What follows belongs to an exercise in optimizing a design on an open flow for small area; a production flow would make more cautious choices.
In this exercise RTL edits were held to simulation tests only and were not proved equivalent to the original.
No activity file was given, so power comes from the tool's default toggle rates.

==> flow/design.v <==
module baud_rate_gen(
    input  i_clk,
    input  i_rst,
    output baud_en
);
    localparam [13:0] RELOAD = 14'b00011110101000;
    localparam [13:0] TICK   = 14'b11000010101100;
    localparam [13:0] TMASK  = 14'b10111111011110;
    reg  [13:0] p;
    wire det = ((p ^ TICK) & TMASK) == 14'd0;
    wire en  = i_rst & ~det;
    always @(posedge i_clk) begin
        p[13:1] <= en ? ~p[12:0] : RELOAD[13:1];
        p[0]    <= ~i_rst | (~det & (p[13] ^ (p[0] & p[2])));
    end
    assign baud_en = det;
endmodule
module UART_INTERFACE #(parameter data_width = 8)(
    input i_clk,
    input i_rst,
    input  [data_width - 1 : 0] s_axis_data,
    input                       s_axis_valid,
    output                      s_axis_ready,
    output [data_width - 1 : 0] m_axis_data,
    output                      m_axis_valid,
    input                       m_axis_ready
);
    localparam [3:0] IDLE = 4'd0,  START = 4'd1, SB = 4'd2,
                     B1 = 4'd3, B2 = 4'd4, B3 = 4'd5, B4 = 4'd6,
                     B5 = 4'd7, B6 = 4'd8, B7 = 4'd9, B8 = 4'd10,
                     T = 4'd11, E0 = 4'd12, E1 = 4'd13;
    wire tick;
    baud_rate_gen generator(.i_clk(i_clk), .i_rst(i_rst), .baud_en(tick));
    reg [3:0] st, nst;
    reg [7:0] txd, rxd;
    wire tx_idle = (st == IDLE) | (st == T) | (st == E0);
    wire cap = s_axis_valid & tx_idle;
    always @(*) begin
        case (st)
            IDLE:    nst = s_axis_valid ? START : IDLE;
            START:   nst = tick ? SB : START;
            SB:      nst = tick ? B1 : SB;
            B1:      nst = tick ? B2 : B1;
            B2:      nst = tick ? B3 : B2;
            B3:      nst = tick ? B4 : B3;
            B4:      nst = tick ? B5 : B4;
            B5:      nst = tick ? B6 : B5;
            B6:      nst = tick ? B7 : B6;
            B7:      nst = tick ? B8 : B7;
            B8:      nst = tick ? T : B8;
            T:       nst = s_axis_valid ? E1 : E0;
            E0:      nst = s_axis_valid ? START : IDLE;
            E1:      nst = START;
            default: nst = IDLE;
        endcase
        if (!i_rst) nst = IDLE;
    end
    wire [7:0] mask;
    assign mask[0] = (nst == B2) | (nst == B3) | (nst == B4) | (nst == B5) | (nst == B6) | (nst == B7) | (nst == B8) | (nst == T) | (nst == E0) | (nst == E1);
    assign mask[1] = (nst == B3) | (nst == B4) | (nst == B5) | (nst == B6) | (nst == B7) | (nst == B8) | (nst == T) | (nst == E0) | (nst == E1);
    assign mask[2] = (nst == B4) | (nst == B5) | (nst == B6) | (nst == B7) | (nst == B8) | (nst == T) | (nst == E0) | (nst == E1);
    assign mask[3] = (nst == B5) | (nst == B6) | (nst == B7) | (nst == B8) | (nst == T) | (nst == E0) | (nst == E1);
    assign mask[4] = (nst == B6) | (nst == B7) | (nst == B8) | (nst == T) | (nst == E0) | (nst == E1);
    assign mask[5] = (nst == B7) | (nst == B8) | (nst == T) | (nst == E0) | (nst == E1);
    assign mask[6] = (nst == B8) | (nst == T) | (nst == E0) | (nst == E1);
    assign mask[7] = (nst == T) | (nst == E0) | (nst == E1);
    always @(posedge i_clk) begin
        st <= nst;
        if (cap) txd <= s_axis_data;
        rxd <= txd & mask;
    end
    assign s_axis_ready = tick & tx_idle;
    assign m_axis_valid = (st == E0) | (st == E1);
    assign m_axis_data  = rxd;
endmodule
clock: 20.0 ns
lec_check: 0
cap_margin: 20
core_margin: 2
core_utilization: 40
setup_slack_margin: 3
slew_margin: 20
run.sh (not shown) runs the stock make flow with config.mk's settings and CLKGATE_MAP_FILE= SYNTH_SCRIPT=/design/flow/synth_recipe.tcl, a recipe that flattens the netlist after the stock synthesis.
Rerun with:
==> flow/flow/run.sh (new file) <==
#!/bin/bash
# The standard ORFS layout, with three changes that only affect cell sizes:
# the port buffers use the smallest buffer, the clock tree uses one buffer
# size without dummy loads, and non-critical gates are downsized after
# global routing.
set -euo pipefail
export BUFFER_PORTS_ARGS="-buffer_cell sky130_fd_sc_hd__buf_1"
export RECOVER_POWER=100
export CTS_ARGS="-sink_clustering_enable -repair_clock_nets -dont_use_dummy_load -buf_list sky130_fd_sc_hd__clkbuf_8 -sink_clustering_size 40 -sink_clustering_max_diameter 100"
bash standard.sh > flow_standard.log 2>&1
==> flow/standard.sh (new file) <==
#!/bin/bash
# synth_recipe.tcl (not shown) runs the flow's synth.tcl, then flattens the netlist and writes it again
# the make line also repeats each setting of config.mk as NAME=value (left out here)
make -C /OpenROAD-flow-scripts/flow DESIGN_CONFIG=/design/flow/config.mk WORK_HOME=/design/flow/orfs CLKGATE_MAP_FILE= SYNTH_SCRIPT=/design/flow/synth_recipe.tcl "${@:-finish}"
removed: flow/run.sh
Result:
- area after synthesis stays the same
- total power came out higher by 7.4%
- setup slack improves by 380 ps
- die area stays the same
- global-route usage rose by 0.54 points

afterwards: timing with drivers on the ports:
Ports are ideal in the flow. The routed layouts listed here were re-timed in OpenROAD. Step 1 (the two cells are an assumption about what drives the block):
set clk [get_ports {i_clk}]
set_driving_cell -lib_cell sky130_fd_sc_hd__clkbuf_16 $clk
set_driving_cell -lib_cell sky130_fd_sc_hd__buf_2 [delete_from_list [all_inputs] $clk]
Step 2 moves the port delays by t, midway between the first and last clock arrival at a register: inputs arrive t later, outputs are due t later. That takes back most of the time a late clock gives input paths. Three values: no drivers, after step 1, after step 2; two values: the first two.
| run | t, ns | slack for setup (ns) | cell pins on the clock port's net |
|---|---|---|---|
| the first run | 0.351 | 13.662 / 13.638 / 13.989 | 1 |
| the second run | 0.304 | 14.045 / 14.018 / 14.322 | 1 |
After both steps every run listed still meets setup and hold.
